Source: an optimization exercise on an open RTL-to-GDS flow (aim: small area, a short achievable clock period and few clock cycles per item). Production flows keep margins and buffers that such runs may drop. The RTL was checked by simulation tests, not by an equivalence proof against the original design.

==> flow/design.v, too long to show whole: its modules and the start of the top module <==
// module bmul: 562 lines
// module pre85: 196 lines
// module pre2: 170 lines
// module main: 62 lines
module main (
    input wire [15:0] v, x,
    input wire clk, reset, start,
    output wire done,
    output wire [15:0] final_result
);
  // ...
==> flow/flow/run.sh <==
#!/bin/bash
# The standard layout, with plain buffers on the ports instead of the delay
# cells buffer_ports picks by default. Every tool's output goes to
# standard_flow.log in this folder.
set -euo pipefail
export BUFFER_PORTS_ARGS="-buffer_cell sky130_fd_sc_hd__buf_2"
bash standard.sh > standard_flow.log 2>&1
==> flow/standard.sh <==
#!/bin/bash
# synth_recipe.tcl (not shown) runs the flow's synth.tcl, then flattens the netlist and writes it again
# the make line also repeats each setting of config.mk as NAME=value (left out here)
make -C /OpenROAD-flow-scripts/flow DESIGN_CONFIG=/design/flow/config.mk WORK_HOME=/design/flow/orfs CLKGATE_MAP_FILE= SYNTH_SCRIPT=/design/flow/synth_recipe.tcl "${@:-finish}"
==> flow/config.mk <==
export PLATFORM = sky130hd
export DESIGN_NAME = main
export DESIGN_NICKNAME = main
export VERILOG_FILES = /design/flow/design.v
export SDC_FILE = /design/flow/constraint.sdc
export NUM_CORES = 4
export LEC_CHECK = 0
export ABC_AREA = 1
export CAP_MARGIN = 20
export CORE_MARGIN = 2
export CORE_UTILIZATION = 40
export SETUP_SLACK_MARGIN = 3.5
export SLEW_MARGIN = 20
==> flow/constraint.sdc <==
create_clock -name core_clock -period 13.0 [get_ports {clk}]
set_input_delay 2.6000 -clock core_clock [delete_from_list [all_inputs] [get_ports {clk}]]
set_output_delay 2.6000 -clock core_clock [all_outputs]
set_load 0.01 [all_outputs]
==> flow_metrics.py, run 1 <==
metrics = {
    "outcome": {
        "outcome": "complete, no violations",
    },
    "synth": {
        "post_synth_instance_area_sq_um": 12000,
        "library_cells_used_by_synthesis": 50,
        "synthMostInstantiatedCell": "sky130_fd_sc_hd__nand2_1",
        "dominantRegCellSynth": "sky130_fd_sc_hd__edfxtp_1",
        "synth.yosys.warnings": 1,
        "async_flop_share_pct": 0,
        "synthCells": 1692,
    },
    "placement": {
        "detailedPlace.worstSlack_ns": 3.46,
        "cell_count_after_placement": 2105,
    },
    "setup_path": {
        "timing.critical_path.max_delay_family": "adder cells",
        "critical_path_peak_fanout": 10,
        "critPathBufInv": 9,
        "startpoint_type": "register",
        "crit_path_max_incr_delay_ns": 0.56,
        "r2r-end": "F[5]$_DFFE_PP_",
        "rrSetupSlack_ns": 4.07,
    },
    "clock_tree": {
        "tritoncts": "done",
        "cts-htree-levels": 2,
        "cts_sinks": 52,
    },
    "finish": {
        "multi_input_logic_portion_of_the_cell_area_pct": 71.8,
        "drive_above_1_share_pct": 9.05,
        "regArea_sq_um": 1350,
        "multi_input_comb_area_sq_um": 9210,
        "final.fill_count": 3088,
        "max_ffs_per_register": 16,
        "final_cell_count_no_fill": 2113,
        "clockNetworkAreaShare_pct": 1.43,
        "nNonClkInverters": 324,
    },
    "sta": {
        "clock_skew_ns": 0.00715,
        "setup_ws_ns": 4.07,
        "slew-limit-headroom_pct": 23.2,
        "final_hold_viol_count": 0,
    },
    "floorplanning": {
        "die_area_sq_um": 31500,
    },
    "job": {
        "max_cap_violations": 0,
    },
    "routing": {
        "detailroute.via_count": 10900,
        "ant_nets": 0,
    },
    "min_path": {
        "min-delay-start": "done_r$_SDFFE_PP0P_",
    },
    "grt": {
        "groute.usage.overall_pct": 22.6,
        "overflow": 0,
        "grt_pass1_vias": 10400,
    },
}
Testbench counts, summed over its fixed seeds: cycles 14,400, items 2,400.
==> run 2, diff against run 1 <==
==> flow/flow/run.sh (replaced) <==
#!/bin/bash
# The standard layout (standard.sh) with two changes:
#  - the ports get plain buf_2 buffers instead of the delay cells buffer_ports
#    picks by default (every port still gets its buffer);
#  - after the standard synthesis, flow/polopt.py chooses the polarity of each
#    full-adder cell (a full adder is self-dual) so that fewer inverters are
#    needed between adder cells. Registers and their names are untouched.
# Each tool's output goes to its own log file in this folder.
set -euo pipefail
export BUFFER_PORTS_ARGS="-buffer_cell sky130_fd_sc_hd__buf_2"
RES="$PWD/orfs/results/sky130hd/main/base"
bash standard.sh "$RES/1_2_yosys.v" > synth.log 2>&1
python3 flow/polopt.py "$RES/1_2_yosys.v" "$RES/1_2_yosys_pol.v" > polopt.log 2>&1
mv "$RES/1_2_yosys_pol.v" "$RES/1_2_yosys.v"
bash standard.sh > standard_flow.log 2>&1
==> flow/flow/polopt.py (new file) <==
#!/usr/bin/env python3
"""Full-adder polarity pass for a Yosys gate netlist (one flat module).

A full adder is self-dual: FA(~a,~b,~c) = (~sum, ~cout). Yosys's adder
extraction leaves inverters between adder cells; this pass chooses, for each
sky130 fa cell, whether to use it in inverted form so that as few inverters as
possible are needed, then rebuilds the inverters (one per signal and polarity).
The logic function of every net that is a port or a register input is unchanged.

usage: polopt.py IN.v OUT.v
"""
import re, sys
from collections import defaultdict

src = open(sys.argv[1]).read()
m = re.search(r'module\s+(\w+)\s*\((.*?)\);(.*)endmodule', src, re.S)
top, portlist, body = m.group(1), m.group(2), m.group(3)

# statements: declarations and cell instances
cell_re = re.compile(r'\s*(sky130_fd_sc_hd__\w+)\s+(\S+)\s*\((.*?)\);', re.S)
decl_re = re.compile(r'\s*(input|output|inout|wire)\b[^;]*;', re.S)
pin_re = re.compile(r'\.(\w+)\(\s*([^()]*?)\s*\)')

stmts = []
pos = 0
decls = []
cells = []
for mm in re.finditer(r'[^;]*;', body, re.S):
    st = mm.group(0)
    if decl_re.fullmatch(st):
        decls.append(st.strip())
    else:
        cm = cell_re.fullmatch(st)
        if not cm:
            if st.strip():
                raise SystemExit("unparsed statement: " + st.strip()[:200])
            continue
        pins = dict(pin_re.findall(cm.group(3)))
        cells.append([cm.group(1), cm.group(2), pins])

OUTPINS = {'X', 'Y', 'Q', 'Q_N', 'SUM', 'COUT', 'HI', 'LO'}
def is_inv(t):
    return re.match(r'sky130_fd_sc_hd__(clk)?inv_\d+$', t) is not None
def is_fa(t):
    return re.match(r'sky130_fd_sc_hd__fa_\d+$', t) is not None

outputs = set()
for d in decls:
    if d.startswith('output'):
        mm = re.match(r'output\s*(\[(\d+):(\d+)\])?\s*(\w+)\s*;', d)
        if mm.group(1):
            hi, lo = int(mm.group(2)), int(mm.group(3))
            for i in range(min(hi, lo), max(hi, lo) + 1):
                outputs.add(f"{mm.group(4)}[{i}]")
        else:
            outputs.add(mm.group(4))

# driver map
drv = {}
for c in cells:
    for p, n in c[2].items():
        if p in OUTPINS:
            drv[n] = c
inv_of = {}   # inverter output net -> input net
for c in cells:
    if is_inv(c[0]):
        inv_of[c[2]['Y']] = c[2]['A']

def root(n):
    """(root net, polarity): n == root ^ pol"""
    pol = 0
    while n in inv_of:
        n = inv_of[n]
        pol ^= 1
    return n, pol

# inverters that drive an output port stay as they are (their net names are fixed)
keep_inv = set()
for c in cells:
    if is_inv(c[0]) and c[2]['Y'] in outputs:
        keep_inv.add(c[1])

fas = [c for c in cells if is_fa(c[0])]
fa_of_out = {}
for c in fas:
    fa_of_out[c[2]['SUM']] = c
    fa_of_out[c[2]['COUT']] = c

# consumers: every input pin of a non-inverter cell (and kept inverters), wanting (root, pol)
cons = []   # [cell, pin, root, pol]
for c in cells:
    if is_inv(c[0]) and c[1] not in keep_inv:
        continue
    for p, n in c[2].items():
        if p in OUTPINS or n == '':
            continue
        r, q = root(n)
        cons.append([c, p, r, q])
cons_by_root = defaultdict(list)
for k in cons:
    cons_by_root[k[2]].append(k)

flip = {c[1]: 0 for c in fas}
def is_const(r):
    return r in ("1'h0", "1'h1", "1'b0", "1'b1")

def phys_pol(r):
    c = fa_of_out.get(r)
    return flip[c[1]] if c is not None else 0

def need(k):
    """polarity (relative to the root's function) this consumer needs"""
    c = k[0]
    return k[3] ^ (flip[c[1]] if is_fa(c[0]) else 0)

def root_cost(r):
    if is_const(r):
        return 0
    pp = phys_pol(r)
    return 1 if any(need(k) != pp for k in cons_by_root[r]) else 0

def local_roots(c):
    rs = set()
    for p in ('A', 'B', 'CIN'):
        rs.add(root(c[2][p])[0])
    rs.add(c[2]['SUM']); rs.add(c[2]['COUT'])
    return rs

total0 = sum(root_cost(r) for r in cons_by_root)
improved = True
rounds = 0
while improved and rounds < 50:
    improved = False
    rounds += 1
    for c in fas:
        rs = local_roots(c)
        before = sum(root_cost(r) for r in rs)
        flip[c[1]] ^= 1
        after = sum(root_cost(r) for r in rs)
        if after < before:
            improved = True
        else:
            flip[c[1]] ^= 1
total1 = sum(root_cost(r) for r in cons_by_root)
ninv0 = sum(1 for c in cells if is_inv(c[0]))
sys.stderr.write(f"polopt: {ninv0} inverters before; signals needing an inverter {total0} -> {total1}; "
                 f"{sum(flip.values())} of {len(fas)} adders flipped\n")

# rebuild
new_cells = []
inv_net = {}
newwires = []
def inverted(r):
    if r in ("1'h0", "1'b0"):
        return "1'h1"
    if r in ("1'h1", "1'b1"):
        return "1'h0"
    if r not in inv_net:
        nm = f"_polinv{len(inv_net)}_"
        inv_net[r] = nm
        newwires.append(nm)
        new_cells.append(['sky130_fd_sc_hd__inv_1', f"_polinv_cell{len(inv_net)}_", {'A': r, 'Y': nm}])
    return inv_net[r]

for c in cells:
    if is_inv(c[0]) and c[1] not in keep_inv:
        continue
    new_cells.append(c)
for k in cons:
    c, p, r, q = k
    want = need(k)
    c[2][p] = r if want == phys_pol(r) else inverted(r)
# a flipped adder keeps its output nets: they now carry the inverted function, which
# phys_pol accounts for; every consumer was rewired above.

out = [f"module {top}({portlist});"]
out += ["  " + d for d in decls]
out += [f"  wire {w};" for w in newwires]
for t, nm, pins in new_cells:
    pl = ",\n".join(f"    .{p}({n}{' ' if n.startswith(chr(92)) else ''})" for p, n in pins.items())
    out.append(f"  {t} {nm} (\n{pl}\n  );")
out.append("endmodule")
open(sys.argv[2], 'w').write("\n".join(out) + "\n")
==> run 2 against run 1 <==
Net effect: still clean on timing, DRC and antenna; global-route usage rose by 0.50 points; synthesized area fell by 3.2%; utilization rose by 0.14 points; sequential cell count did not move; wire length fell by 0.83%; count of clock-buffer cells in the layout fell by 2; via count fell by 3.3%; maximum frequency fell by 0.30%; cell count fell by 4.7%; highest routed layer unchanged.
==> flow_metrics.py, run 2 <==
metrics = {
    "finish": {
        "layout_overhead_on_the_synthesized_area_pct": 7.16,
        "max_ffs_per_register": 16,
        "final.fill_count": 3015,
        "mostFrequentLayoutCells": "sky130_fd_sc_hd__nand2_1, sky130_fd_sc_hd__inv_1, sky130_fd_sc_hd__fa_1, sky130_fd_sc_hd__ha_1, sky130_fd_sc_hd__nand3_1",
        "regArea_sq_um": 1350,
        "antenna_cells_inserted": 0,
        "final_nets": 1911,
        "drive_above_1_share_pct": 9.33,
        "top_register": "F",
        "most_common_cell_after_layout_fill_and_taps_aside": "sky130_fd_sc_hd__nand2_1",
        "largest_registers_ranked_by_flip_flop_count": "F x16, X2 x15, T x14",
        "multi_input_comb_area_sq_um": 9200,
    },
    "sta": {
        "final_hold_viol_count": 0,
        "tightest_slew_ns": 1.11,
        "rsz0062_at_grt": "yes",
        "finalHoldWorstSlack_ns": 0.463,
        "fmax_ghz": 0.112,
        "setup_viol": 0,
        "slew-limit-headroom_pct": 25.4,
        "totalNegativeSetupSlack_ns": 0,
        "clock_skew_ns": 0.00644,
        "period_needed_ns": 8.96,
        "slew_violations": 0,
        "timing.final.crit_share_pct": 68.9,
    },
    "floorplanning": {
        "design.portCount": 52,
        "die_area_sq_um": 30500,
        "floorplan.initialDensity_pct": 40.5,
        "core_area_sq_um": 28700,
        "die-height_um": 175,
        "core.rowCount": 62,
        "fp.dieW_um": 175,
    },
    "routing": {
        "detailedRoute.firstPassIterationCount": 5,
        "detailroute.via_count": 10500,
        "drt_wl_total_um": 34300,
        "post_drt_wl_per_cell_um": 17.0,
        "vias_per_cell": 5.22,
        "drt-initial-drc-count": 870,
        "ant_nets": 0,
        "drt_drc_violations_left": 0,
    },
    "setup_path": {
        "critical_path_class": "reg -> reg",
        "crit_slowest_cell": "sky130_fd_sc_hd__fa_1",
        "critPathBufInv": 5,
        "worst_setup_path_startpoint": "X2[2]$_DFFE_PP_",
        "endpoint_required_time_on_the_critical_path_ns": 13.07,
        "timing.critical_path.max_delay_family": "adder cells",
        "rrSetupSlack_ns": 4.04,
        "crit_path_frequent_cell": "sky130_fd_sc_hd__nand2_1",
        "worst_ep_arrival_time_ns": 9.03,
        "worstReg2RegStart": "X2[2]$_DFFE_PP_",
        "critical_path_peak_fanout": 10,
        "r2r-end": "F[15]$_DFFE_PP_",
        "ff2ff_path_depth": 44,
        "crit_path_max_incr_delay_ns": 0.53,
        "worst_setup_path_end_kind": "register",
        "startpoint_type": "register",
    },
    "min_path": {
        "hold_class": "reg -> reg",
        "min-delay-start": "done_r$_SDFFE_PP0P_",
        "hold_depth": 2,
        "destination_of_the_worst_hold_path": "done_r$_SDFFE_PP0P_",
    },
    "clock_tree": {
        "tritoncts": "done",
        "max_root_sink_buffers": 2,
        "cts_root_buf": "sky130_fd_sc_hd__clkbuf_16",
        "cts_sinks": 52,
        "cts-htree-levels": 2,
        "worst_skew_pair.late_latency_ns": 0.31,
        "number_of_buffers_created_by_cts": 5,
        "clock_transition_time_at_the_flip_flop_clock_pins_of_the_worst_setup_and_hold_paths_ns": 0.08,
    },
    "job": {
        "max_cap_violations": 0,
    },
    "grt": {
        "initial_antenna_violation_count": 0,
        "grt_pass1_vias": 10400,
        "largest_net_degree_at_the_start_of_global_routing": 38,
        "groute.usage.overall_pct": 23.1,
        "overflow": 0,
        "grt_first_pass_wirelength_um": 55200,
    },
    "placement": {
        "hpwl_detailed_um": 27400,
        "port_buffers": 49,
        "place_congestion": 0.885,
    },
    "synth": {
        "avgSynthCellArea_sq_um": 7.31,
        "synthCells": 1591,
        "post_synth_instance_area_sq_um": 11600,
        "synthesis.nets": 1873,
        "synth.yosys.warnings": 1,
    },
    "outcome": {
        "outcome": "complete, no violations",
    },
}
run 2: layer usage:
layer  up-vias  wire length [um]  global-route usage, %
li1       5089                 -                      -
met1      5006             15700                   32.6
met2       361             15700                   37.6
met3        58              1970                   2.17
met4         0               918                   6.94
met5         -                 0                      0
run 2: worst min-delay path, delay by kind of cell, from the launching register on:
family / cells / cell delay [ns]
AOI/OAI and AO/OA: 1 / 0.05
DFF: 1 / 0.31
and+or+nand+nor: 1 / 0.06
run 2: what timing repair did:
action                                  CTS  global route
endpoints found under the setup margin    0            19
hold buffers                              0             0
gates resized for setup                   0             4
setup buffers                             0             5
run 2: worst max-delay path by stage:
stage | end | depth (start not counted)
floorplan | X2[12]$_DFFE_PP_ | 50
global placement | F[15]$_DFFE_PP_ | 29
detailed placement | F[15]$_DFFE_PP_ | 29
CTS | F[15]$_DFFE_PP_ | 50
global route | F[15]$_DFFE_PP_ | 44
finish | F[15]$_DFFE_PP_ | 44
run 2: final cells by class:
type	count	share of cell area, %
Timing Repair Buffer	73	3.44
Sequential cell	52	10.8
Tap cell	384	3.85
Clock inverter	3	0.231
Clock buffer	5	1.00
Timing Repair inverter	2	0.100
Inverter	223	6.77
Multi-Input combinational cell	1272	73.8
run 2: per-stage QoR:
step / cells / utilization [%] / setup slack [ns] / cell area, sq um
after floorplan: 1591 / - / 5.06 / 11600
after global placement: 1999 / 42.7 / 4.04 / 12300
after detailed placement: 1999 / 42.7 / 3.96 / 12300
after CTS: 2007 / 43.2 / 3.94 / 12400
after global routing: 2014 / 43.4 / 3.45 / 12500
final: 2014 / 43.4 / 4.04 / 12500
==> run 3, diff against run 2 <==
--- a/flow/flow/run.sh
+++ b/flow/flow/run.sh
@@ -4,7 +4,9 @@
 #    picks by default (every port still gets its buffer);
 #  - after the standard synthesis, flow/polopt.py chooses the polarity of each
 #    full-adder cell (a full adder is self-dual) so that fewer inverters are
-#    needed between adder cells. Registers and their names are untouched.
+#    needed between adder cells, and rebuilds a half adder from plain gates
+#    (xnor2, nand2) where its outputs are wanted inverted. Registers and their
+#    names are untouched.
 # Each tool's output goes to its own log file in this folder.
 set -euo pipefail
 export BUFFER_PORTS_ARGS="-buffer_cell sky130_fd_sc_hd__buf_2"
--- a/flow/flow/polopt.py
+++ b/flow/flow/polopt.py
@@ -146,6 +146,28 @@
 sys.stderr.write(f"polopt: {ninv0} inverters before; signals needing an inverter {total0} -> {total1}; "
                  f"{sum(flip.values())} of {len(fas)} adders flipped\n")
 
+# half adders whose outputs are wanted inverted: build them from plain gates
+# (xnor2 / nand2 give the inverted sum / carry directly), when that is smaller
+def is_ha(t):
+    return re.match(r'sky130_fd_sc_hd__ha_\d+$', t) is not None
+ha_remap = {}   # HA cell name -> {'SUM': set(pols), 'COUT': set(pols)}
+for c in cells:
+    if not is_ha(c[0]):
+        continue
+    needs = {}
+    for p in ('SUM', 'COUT'):
+        r = c[2].get(p, '')
+        needs[p] = {need(k) for k in cons_by_root.get(r, [])} if r else set()
+    # area: ha 12.5, inv 3.75, xor2/xnor2 8.76, and2 6.26, nand2 3.75
+    keep = 12.51 + 3.75 * (1 in needs['SUM']) + 3.75 * (1 in needs['COUT'])
+    if len(needs['SUM']) > 1 or len(needs['COUT']) > 1:
+        continue
+    gates = 0.0
+    gates += 8.76 if needs['SUM'] else 0.0
+    gates += (3.75 if needs['COUT'] == {1} else 6.26) if needs['COUT'] else 0.0
+    if gates < keep:
+        ha_remap[c[1]] = needs
+
 # rebuild
 new_cells = []
 inv_net = {}
@@ -162,14 +184,37 @@
         new_cells.append(['sky130_fd_sc_hd__inv_1', f"_polinv_cell{len(inv_net)}_", {'A': r, 'Y': nm}])
     return inv_net[r]
 
+gate_out = {}   # (root net, polarity) -> replacement net driven by a plain gate
+pending = []    # plain gates replacing half adders; built once the adders' inputs are rewired
 for c in cells:
     if is_inv(c[0]) and c[1] not in keep_inv:
+        continue
+    if c[1] in ha_remap:
+        needs = ha_remap[c[1]]
+        for p, pols in needs.items():
+            if not pols:
+                continue
+            pol = next(iter(pols))
+            nm = f"_polg{len(gate_out)}_"
+            newwires.append(nm)
+            gate_out[(c[2][p], pol)] = nm
+            pending.append((c, p, pol, nm, len(gate_out)))
         continue
     new_cells.append(c)
 for k in cons:
     c, p, r, q = k
     want = need(k)
-    c[2][p] = r if want == phys_pol(r) else inverted(r)
+    if (r, want) in gate_out:
+        c[2][p] = gate_out[(r, want)]
+    else:
+        c[2][p] = r if want == phys_pol(r) else inverted(r)
+for c, p, pol, nm, i in pending:
+    a, b = c[2]['A'], c[2]['B']
+    if p == 'SUM':
+        t = 'sky130_fd_sc_hd__xnor2_1' if pol else 'sky130_fd_sc_hd__xor2_1'
+    else:
+        t = 'sky130_fd_sc_hd__nand2_1' if pol else 'sky130_fd_sc_hd__and2_1'
+    new_cells.append([t, f"_polg_cell{i}_", {'A': a, 'B': b, ('Y' if pol else 'X'): nm}])
 # a flipped adder keeps its output nets: they now carry the inverted function, which
 # phys_pol accounts for; every consumer was rewired above.
 
==> run 3 against run 2 <==
Net effect: cell count fell by 0.35%; critical endpoint is now F[6]$_DFFE_PP_; count of clock-buffer cells in the layout is the same; largest cell class unchanged; sequential share of layout area is 0.10 points higher; first-iteration DRC count rose by 3.9%; via count down 0.91%.
==> flow_metrics.py, run 3 <==
metrics = {
    "outcome": {
        "outcome": "complete, no violations",
    },
    "min_path": {
        "hold_class": "reg -> reg",
    },
    "grt": {
        "grt_use_met1_pct": 32.8,
        "gr-usage-met2_pct": 37.2,
        "initial_antenna_violation_count": 0,
        "grt_first_pass_wirelength_um": 53800,
        "grt_pass1_vias": 9867,
        "met3_usage_pct": 2.39,
        "groute.usage.overall_pct": 22.6,
        "overflow": 0,
        "grt_busiest_layer": "met2",
        "largest_net_degree_at_the_start_of_global_routing": 34,
    },
    "routing": {
        "post_drt_wl_per_cell_um": 16.9,
        "drt-initial-drc-count": 904,
        "ant_nets": 0,
        "drt_wl_total_um": 33900,
        "detailroute.via_count": 10400,
        "detailedRoute.firstPassIterationCount": 5,
        "vias_per_cell": 5.19,
        "drt_drc_violations_left": 0,
    },
    "finish": {
        "regArea_sq_um": 1350,
        "final_nets": 1877,
        "mostFrequentLayoutCells": "sky130_fd_sc_hd__nand2_1, sky130_fd_sc_hd__inv_1, sky130_fd_sc_hd__fa_1, sky130_fd_sc_hd__xor2_1, sky130_fd_sc_hd__nand3_1",
        "antenna_cells_inserted": 0,
        "layout_overhead_on_the_synthesized_area_pct": 7.32,
        "top_register": "F",
        "largest_registers_ranked_by_flip_flop_count": "F x16, X2 x15, T x14",
        "final_util_pct": 43.3,
        "drive_above_1_share_pct": 9.43,
        "final.fill_count": 2988,
        "max_ffs_per_register": 16,
        "multi_input_comb_area_sq_um": 9200,
        "most_common_cell_after_layout_fill_and_taps_aside": "sky130_fd_sc_hd__nand2_1",
    },
    "setup_path": {
        "endpoint_required_time_on_the_critical_path_ns": 13.02,
        "worst_ep_arrival_time_ns": 8.95,
        "crit_path_max_incr_delay_ns": 0.56,
        "crit_path_frequent_cell": "sky130_fd_sc_hd__nand2_1",
        "critPathBufInv": 4,
        "crit_slowest_cell": "sky130_fd_sc_hd__fa_1",
        "startpoint_type": "register",
        "critical_path_class": "reg -> reg",
        "critical_path_peak_fanout": 11,
        "worst_setup_path_end_kind": "register",
        "timing.critical_path.max_delay_family": "adder cells",
    },
    "placement": {
        "place_congestion": 0.875,
        "hpwl_detailed_um": 27200,
        "port_buffers": 49,
    },
    "floorplanning": {
        "design.portCount": 52,
        "core.rowCount": 62,
        "die-height_um": 174,
        "floorplan.initialDensity_pct": 40.3,
        "core_area_sq_um": 28500,
        "die_area_sq_um": 30100,
        "fp.dieW_um": 174,
    },
    "synth": {
        "synthCells": 1583,
        "post_synth_instance_area_sq_um": 11500,
        "synthesis.nets": 1838,
        "avgSynthCellArea_sq_um": 7.27,
        "synth.yosys.warnings": 1,
    },
    "sta": {
        "clock_skew_ns": 0.00621,
        "fmax_ghz": 0.112,
        "setup_viol": 0,
        "timing.final.crit_share_pct": 68.7,
        "slew-limit-headroom_pct": 26.5,
        "final_hold_viol_count": 0,
        "period_needed_ns": 8.93,
        "rsz0062_at_grt": "no",
        "slew_violations": 0,
        "tightest_slew_ns": 1.09,
        "totalNegativeSetupSlack_ns": 0,
    },
    "clock_tree": {
        "cts_root_buf": "sky130_fd_sc_hd__clkbuf_16",
        "tritoncts": "done",
        "cts_sinks": 52,
        "worst_skew_pair.late_latency_ns": 0.30,
        "max_root_sink_buffers": 2,
        "clock_transition_time_at_the_flip_flop_clock_pins_of_the_worst_setup_and_hold_paths_ns": 0.07,
        "number_of_hold_repair_buffers_added_at_the_cts_stage": 0,
        "cts-htree-levels": 2,
        "number_of_buffers_created_by_cts": 5,
    },
    "job": {
        "max_cap_violations": 0,
    },
}
run 3: path summary, 6_finish.rpt:
| check | start | endpoint | slack, ns | cells after the start |
|---|---|---|---|---|
| setup / recovery | X2[1]$_DFFE_PP_ | F[6]$_DFFE_PP_ | 4.07 | 41 |
| hold / removal | done_r$_SDFFE_PP0P_ | done_r$_SDFFE_PP0P_ | 0.47 | 2 |
| setup reg to reg | X2[1]$_DFFE_PP_ | F[6]$_DFFE_PP_ | 4.07 | 41 |
| hold reg to reg | done_r$_SDFFE_PP0P_ | done_r$_SDFFE_PP0P_ | 0.47 | 2 |
run 3: final cells by class:
type | count | share of cell area, %
Multi-Input combinational cell | 1296 | 74.5
Sequential cell | 52 | 10.9
Inverter | 191 | 5.87
Tap cell | 384 | 3.89
Timing Repair Buffer | 74 | 3.54
Clock buffer | 5 | 1.01
Clock inverter | 3 | 0.162
Timing Repair inverter | 2 | 0.0810
run 3: repair_timing:
action / 4_1_cts / 5_1_grt
endpoints found under the setup margin: 0 / 24
resized for setup: 0 / 5
setup buffers: 0 / 5
run 3: worst register-to-register path, delay by kind of cell (launching register included):
kind	cells	cell delay (ns)
compound gates	6	1.21
xor+xnor	1	0.10
simple gates	19	1.68
fa+ha+maj	11	4.75
buf+inv	4	0.44
flops	1	0.50
run 3: per-stage QoR:
| stage | instances | area [sq um] | hold WS [ns] | worst slack [ns] |
|---|---|---|---|---|
| after floorplan | 1583 | 11500 | 0.477 | 4.99 |
| after global placement | 1992 | 12100 | 0.448 | 3.98 |
| after detailed placement | 1992 | 12100 | 0.466 | 3.85 |
| after CTS | 2000 | 12300 | 0.477 | 3.83 |
| after global routing | 2007 | 12400 | 0.529 | 3.50 |
| final | 2007 | 12400 | 0.473 | 4.07 |
run 3: per-layer routing:
metal  share of wire, %  wire [um]
met5                  0          0
met4                1.4        476
met3                6.7       2280
met2                 46      15700
met1                 45      15400
==> run 4, diff against run 3 <==
--- a/flow/config.mk
+++ b/flow/config.mk
@@ -9,5 +9,5 @@
 export CAP_MARGIN = 20
 export CORE_MARGIN = 2
 export CORE_UTILIZATION = 40
-export SETUP_SLACK_MARGIN = 3.5
+export SETUP_SLACK_MARGIN = 4.5
 export SLEW_MARGIN = 20
==> run 4 against run 3 <==
Net effect: highest routed layer unchanged; critical path depth down 3; die area unchanged; critical endpoint unchanged.
==> flow_metrics.py, run 4 <==
metrics = {
    "grt": {
        "grt_first_pass_wirelength_um": 54400,
        "grt_pass1_vias": 9978,
        "overflow": 0,
        "groute.usage.overall_pct": 22.9,
        "largest_net_degree_at_the_start_of_global_routing": 34,
        "initial_antenna_violation_count": 0,
    },
    "sta": {
        "timing.final.crit_share_pct": 63.6,
        "setup_viol": 0,
        "final_hold_viol_count": 0,
        "fmax_ghz": 0.121,
        "slew-limit-headroom_pct": 23.5,
        "clock_skew_ns": 0.00526,
        "slew_violations": 0,
        "totalNegativeSetupSlack_ns": 0,
        "finalHoldWorstSlack_ns": 0.472,
        "tightest_slew_ns": 1.13,
        "period_needed_ns": 8.27,
        "setup_ws_ns": 4.73,
        "rsz0062_at_grt": "no",
    },
    "floorplanning": {
        "fp.dieW_um": 174,
        "die_area_sq_um": 30100,
        "core.rowCount": 62,
        "core_area_sq_um": 28500,
        "design.portCount": 52,
        "floorplan.initialDensity_pct": 40.3,
        "die-height_um": 174,
    },
    "finish": {
        "area_of_all_placed_cells_without_fillers_sq_um": 13200,
        "antenna_cells_inserted": 0,
        "layout_overhead_on_the_synthesized_area_pct": 15.0,
        "top_register": "F",
        "regArea_sq_um": 1360,
        "largest_registers_ranked_by_flip_flop_count": "F x16, X2 x15, T x14",
        "drive_above_1_share_pct": 17.5,
        "most_common_cell_after_layout_fill_and_taps_aside": "sky130_fd_sc_hd__nand2_1",
        "final_util_pct": 46.4,
        "mostFrequentLayoutCells": "sky130_fd_sc_hd__nand2_1, sky130_fd_sc_hd__inv_1, sky130_fd_sc_hd__fa_1, sky130_fd_sc_hd__xor2_1, sky130_fd_sc_hd__nand3_1",
        "max_ffs_per_register": 16,
        "multi_input_comb_area_sq_um": 9540,
        "final_nets": 1939,
        "final.fill_count": 2916,
    },
    "clock_tree": {
        "worst_skew_pair.late_latency_ns": 0.30,
        "cts-htree-levels": 2,
        "max_root_sink_buffers": 2,
        "cts_root_buf": "sky130_fd_sc_hd__clkbuf_16",
        "clock_transition_time_at_the_flip_flop_clock_pins_of_the_worst_setup_and_hold_paths_ns": 0.08,
        "cts_sinks": 52,
        "number_of_buffers_created_by_cts": 5,
        "tritoncts": "done",
    },
    "routing": {
        "detailedRoute.firstPassIterationCount": 6,
        "drt_drc_violations_left": 0,
        "drt-initial-drc-count": 1026,
        "drt_wl_total_um": 35500,
        "post_drt_wl_per_cell_um": 17.2,
        "vias_per_cell": 5.20,
        "ant_nets": 0,
        "detailroute.via_count": 10700,
    },
    "setup_path": {
        "critical_path_class": "reg -> reg",
        "worst_ep_arrival_time_ns": 8.30,
        "endpoint_required_time_on_the_critical_path_ns": 13.03,
        "critical_path_peak_fanout": 7,
        "crit_slowest_cell": "sky130_fd_sc_hd__fa_1",
        "crit_path_frequent_cell": "sky130_fd_sc_hd__nand2_2",
        "worst_setup_path_end_kind": "register",
        "crit_path_max_incr_delay_ns": 0.58,
        "critPathBufInv": 3,
        "startpoint_type": "register",
        "timing.critical_path.max_delay_family": "adder cells",
    },
    "placement": {
        "total_cell_area_at_the_placement_stage_sq_um": 12100,
        "place_congestion": 0.875,
        "hpwl_detailed_um": 27200,
        "port_buffers": 49,
        "detailedPlace.worstSlack_ns": 3.85,
    },
    "synth": {
        "synth.yosys.warnings": 1,
        "post_synth_instance_area_sq_um": 11500,
        "avgSynthCellArea_sq_um": 7.27,
        "synthCells": 1583,
        "synthesis.nets": 1838,
    },
    "outcome": {
        "outcome": "complete, no violations",
    },
    "min_path": {
        "hold_class": "reg -> reg",
    },
    "job": {
        "max_cap_violations": 0,
    },
}
-- run 4: cell types whose count changed in the layout (fill, tap and decap cells not counted), moves of 12 or more --
cell / before / now
sky130_fd_sc_hd__fa_2: 0 / 12
sky130_fd_sc_hd__nand2_2: 27 / 46
sky130_fd_sc_hd__buf_4: 24 / 78
sky130_fd_sc_hd__nand2_1: 537 / 516
sky130_fd_sc_hd__fa_1: 139 / 127
-- run 4: final cells by class --
class,instances,area share [%]
multi-input cells,1296,72.1
flip-flops and latches,52,10.3
repair buffers,136,7.41
inverters,191,5.46
well taps,384,3.63
clock buffers,5,0.945
clock inverters,3,0.151
repair inverters,2,0.0945
-- run 4: per-stage QoR --
step | instances
detailed placement | 1992
floorplan | 1583
global placement | 1992
global route | 2069
finish | 2069
CTS | 2014
-- run 4: path summary, 6_finish.rpt --
check | from | endpoint | slack [ns] | depth (start not counted)
worst max-delay path | X2[3]$_DFFE_PP_ | F[6]$_DFFE_PP_ | 4.73 | 38
worst min-delay path | done_r$_SDFFE_PP0P_ | done_r$_SDFFE_PP0P_ | 0.47 | 2
worst max register to register | X2[3]$_DFFE_PP_ | F[6]$_DFFE_PP_ | 4.73 | 38
worst min register to register | done_r$_SDFFE_PP0P_ | done_r$_SDFFE_PP0P_ | 0.47 | 2
-- run 4: repair_timing --
item	in CTS	in global routing
gates cloned	2	1
setup buffers	12	54
hold buffers	0	0
gates resized for setup	13	97
pin swaps	2	50
endpoints found under the setup margin	30	30
hold endpoints to repair	0	0
-- run 4: layer usage --
metal / part of all wire, % / up-vias / track usage, %
li1: - / 5214 / -
met1: 44 / 5097 / 33.0
met2: 47 / 382 / 37.6
met3: 7.2 / 56 / 2.81
met4: 2.1 / 0 / 3.89
met5: 0 / - / 0
-- run 4: worst reg2reg max path: cells and delay by family (launching register included) --
kind	cells	cell delay (ns)
AO/OA/AOI/OAI	5	0.79
AND/OR/NAND/NOR	18	1.74
buffers and inverters	3	0.35
adder cells (fa/ha/maj)	10	4.38
XOR/XNOR	2	0.26
flip-flops	1	0.52
==> run 5, diff against run 4 <==
--- a/flow/config.mk
+++ b/flow/config.mk
@@ -9,5 +9,5 @@
 export CAP_MARGIN = 20
 export CORE_MARGIN = 2
 export CORE_UTILIZATION = 40
-export SETUP_SLACK_MARGIN = 4.5
+export SETUP_SLACK_MARGIN = 3.0
 export SLEW_MARGIN = 20
==> run 5 against run 4 <==
Net effect: first-iteration DRC count decreased by 9.8%; clock skew increased by 0.00096 ns; wire length decreased by 5.5%; hold slack improved by 0.00089 ns; non-clock buffer count decreased by 67; maximum frequency decreased by 10%; utilization decreased by 3.4 points; die area unchanged; highest routed layer unchanged; count of clock-buffer cells in the layout unchanged; cell area decreased by 7.2%; sequential cell count unchanged.
==> flow_metrics.py, run 5 <==
metrics = {
    "setup_path": {
        "crit_path_end": "F[15]$_DFFE_PP_",
        "ff2ff_path_depth": 48,
        "crit_path_max_incr_delay_ns": 0.59,
        "crit_slowest_cell": "sky130_fd_sc_hd__fa_1",
        "rrSetupSlack_ns": 3.79,
        "critPathBufInv": 5,
        "critical_path_class": "reg -> reg",
        "crit_path_frequent_cell": "sky130_fd_sc_hd__nand2_1",
        "r2r-end": "F[15]$_DFFE_PP_",
        "startpoint_type": "register",
        "timing.critical_path.max_delay_family": "adder cells",
        "worst_setup_path_end_kind": "register",
        "worst_ep_arrival_time_ns": 9.27,
        "worst_setup_path_startpoint": "p[2]$_SDFFE_PP0P_",
        "worstReg2RegStart": "p[2]$_SDFFE_PP0P_",
        "critical_path_peak_fanout": 27,
        "worst-path-stages": 48,
        "endpoint_required_time_on_the_critical_path_ns": 13.06,
    },
    "routing": {
        "drt_drc_violations_left": 0,
        "drt-initial-drc-count": 925,
        "post_drt_wl_per_cell_um": 16.8,
        "vias_per_cell": 5.19,
        "detailroute.via_count": 10400,
        "detailedRoute.firstPassIterationCount": 7,
        "ant_nets": 0,
        "drt_wl_total_um": 33600,
    },
    "finish": {
        "most_common_cell_after_layout_fill_and_taps_aside": "sky130_fd_sc_hd__nand2_1",
        "antenna_cells_inserted": 0,
        "area_of_all_placed_cells_without_fillers_sq_um": 12300,
        "largest_registers_ranked_by_flip_flop_count": "F x16, X2 x15, T x14",
        "drive_above_1_share_pct": 8.91,
        "final_nets": 1870,
        "mostFrequentLayoutCells": "sky130_fd_sc_hd__nand2_1, sky130_fd_sc_hd__inv_1, sky130_fd_sc_hd__fa_1, sky130_fd_sc_hd__xor2_1, sky130_fd_sc_hd__nand3_1",
        "final_util_pct": 43.0,
        "max_ffs_per_register": 16,
        "top_register": "F",
        "layout_overhead_on_the_synthesized_area_pct": 6.70,
    },
    "clock_tree": {
        "tritoncts": "done",
        "cts.repair_timing.setup_buffer_count": 0,
        "number_of_hold_repair_buffers_added_at_the_cts_stage": 0,
        "cts-htree-levels": 2,
        "cts_sinks": 52,
        "number_of_buffers_created_by_cts": 5,
        "cts_root_buf": "sky130_fd_sc_hd__clkbuf_16",
        "max_root_sink_buffers": 2,
        "worst_skew_pair.late_latency_ns": 0.30,
        "cts_resized": 0,
        "clock_transition_time_at_the_flip_flop_clock_pins_of_the_worst_setup_and_hold_paths_ns": 0.08,
    },
    "min_path": {
        "hold_class": "reg -> reg",
    },
    "floorplanning": {
        "core_area_sq_um": 28500,
        "design.portCount": 52,
        "die-height_um": 174,
        "floorplan.initialDensity_pct": 40.3,
        "core.rowCount": 62,
        "die_area_sq_um": 30100,
        "fp.dieW_um": 174,
    },
    "sta": {
        "finalHoldWorstSlack_ns": 0.473,
        "totalNegativeSetupSlack_ns": 0,
        "fmax_ghz": 0.109,
        "rsz0062_at_grt": "no",
        "tightest_slew_ns": 1.11,
        "setup_viol": 0,
        "slew-limit-headroom_pct": 25.5,
        "timing.final.crit_share_pct": 70.8,
        "slew_violations": 0,
        "final_hold_viol_count": 0,
        "period_needed_ns": 9.21,
        "clock_skew_ns": 0.00622,
    },
    "synth": {
        "post_synth_instance_area_sq_um": 11500,
        "synth.yosys.warnings": 1,
        "avgSynthCellArea_sq_um": 7.27,
        "synthCells": 1583,
        "synthesis.nets": 1838,
    },
    "placement": {
        "total_cell_area_at_the_placement_stage_sq_um": 12100,
        "place_congestion": 0.875,
        "hpwl_detailed_um": 27200,
        "port_buffers": 49,
    },
    "outcome": {
        "outcome": "complete, no violations",
    },
    "grt": {
        "grt_first_pass_wirelength_um": 53800,
        "overflow": 0,
        "groute.usage.overall_pct": 22.6,
        "grt_pass1_vias": 9867,
        "largest_net_degree_at_the_start_of_global_routing": 34,
        "initial_antenna_violation_count": 0,
    },
    "job": {
        "max_cap_violations": 0,
    },
}
[run 5: worst min path at each step]
stage | endpoint | start | cells after the start
floorplan | done_r$_SDFFE_PP0P_ | done_r$_SDFFE_PP0P_ | 2
global placement | done_r$_SDFFE_PP0P_ | done_r$_SDFFE_PP0P_ | 2
detailed placement | done_r$_SDFFE_PP0P_ | done_r$_SDFFE_PP0P_ | 2
CTS | done_r$_SDFFE_PP0P_ | done_r$_SDFFE_PP0P_ | 2
global route | done_r$_SDFFE_PP0P_ | done_r$_SDFFE_PP0P_ | 2
finish | done_r$_SDFFE_PP0P_ | done_r$_SDFFE_PP0P_ | 2
[run 5: metal layers]
layer  GRT usage (%)  share of wire, %  vias to the layer above
li1                -                 -                     5073
met1            32.8                45                     4867
met2            37.2                47                      391
met3            2.39               6.9                       45
met4            3.64               1.5                        0
met5               0                 0                        -
[run 5: layout make-up]
cell class / instances / area (sq um)
clock buffer: 5 / 125
inverter: 191 / 717
tap: 384 / 480
sequential: 52 / 1350
multi-input combinational: 1296 / 9190
timing repair buffer: 69 / 395
fill: 2992 / 16300
clock inverter: 3 / 20.0
[run 5: worst reg2reg max path: cells and delay by family (launching register included)]
family	cells	cell delay, ns
DFF	1	0.30
and+or+nand+nor	28	2.53
buffers and inverters	5	1.05
adders and majority gates	8	3.51
AOI/OAI and AO/OA	7	1.62
[run 5: stage by stage]
step,cells,setup WS (ns)
global placement,1992,3.98
CTS,2000,3.83
global route,2000,3.00
floorplan,1583,4.99
finish,2000,3.79
detailed placement,1992,3.85

## port drivers added, routing unchanged
In the flow no input, the clock included, has a driving cell. The finished layouts below were timed again as built, in two steps. Step 1 sets driving cells, clkbuf_16 on the clock port and buf_2 on the other inputs (assumed; they add their load-dependent delay and slew). Step 2, shift: input delay + t, output delay - t, t = (earliest + latest rising clock arrival at the registers) / 2. This alone moves slack from input paths to output paths. Three values: ideal ports, drivers, drivers and shift; two values: the first two.
run | shift t [ns] | setup WS [ns] | worst hold slack (ns) | pins driven straight from the clock port
run 1 | 0.336 | 4.068 / 4.068 / 3.806 | 0.478 / 0.478 / 0.478 | 1
run 2 | 0.348 | 4.040 / 4.040 / 3.896 | 0.463 / 0.463 / 0.463 | 1
run 3 | 0.337 | 4.067 / 4.067 / 3.849 | 0.473 / 0.473 / 0.473 | 1
run 4 | 0.339 | 4.729 / 4.729 / 4.511 | 0.472 / 0.472 / 0.472 | 1
run 5 | 0.335 | 3.793 / 3.793 / 3.793 | 0.473 / 0.473 / 0.473 | 1
After both steps setup and hold are still met in every run listed. For run 1, which loses most, drivers alone change the setup slack by 0.000 ns; drivers and shift together by -0.262 ns.
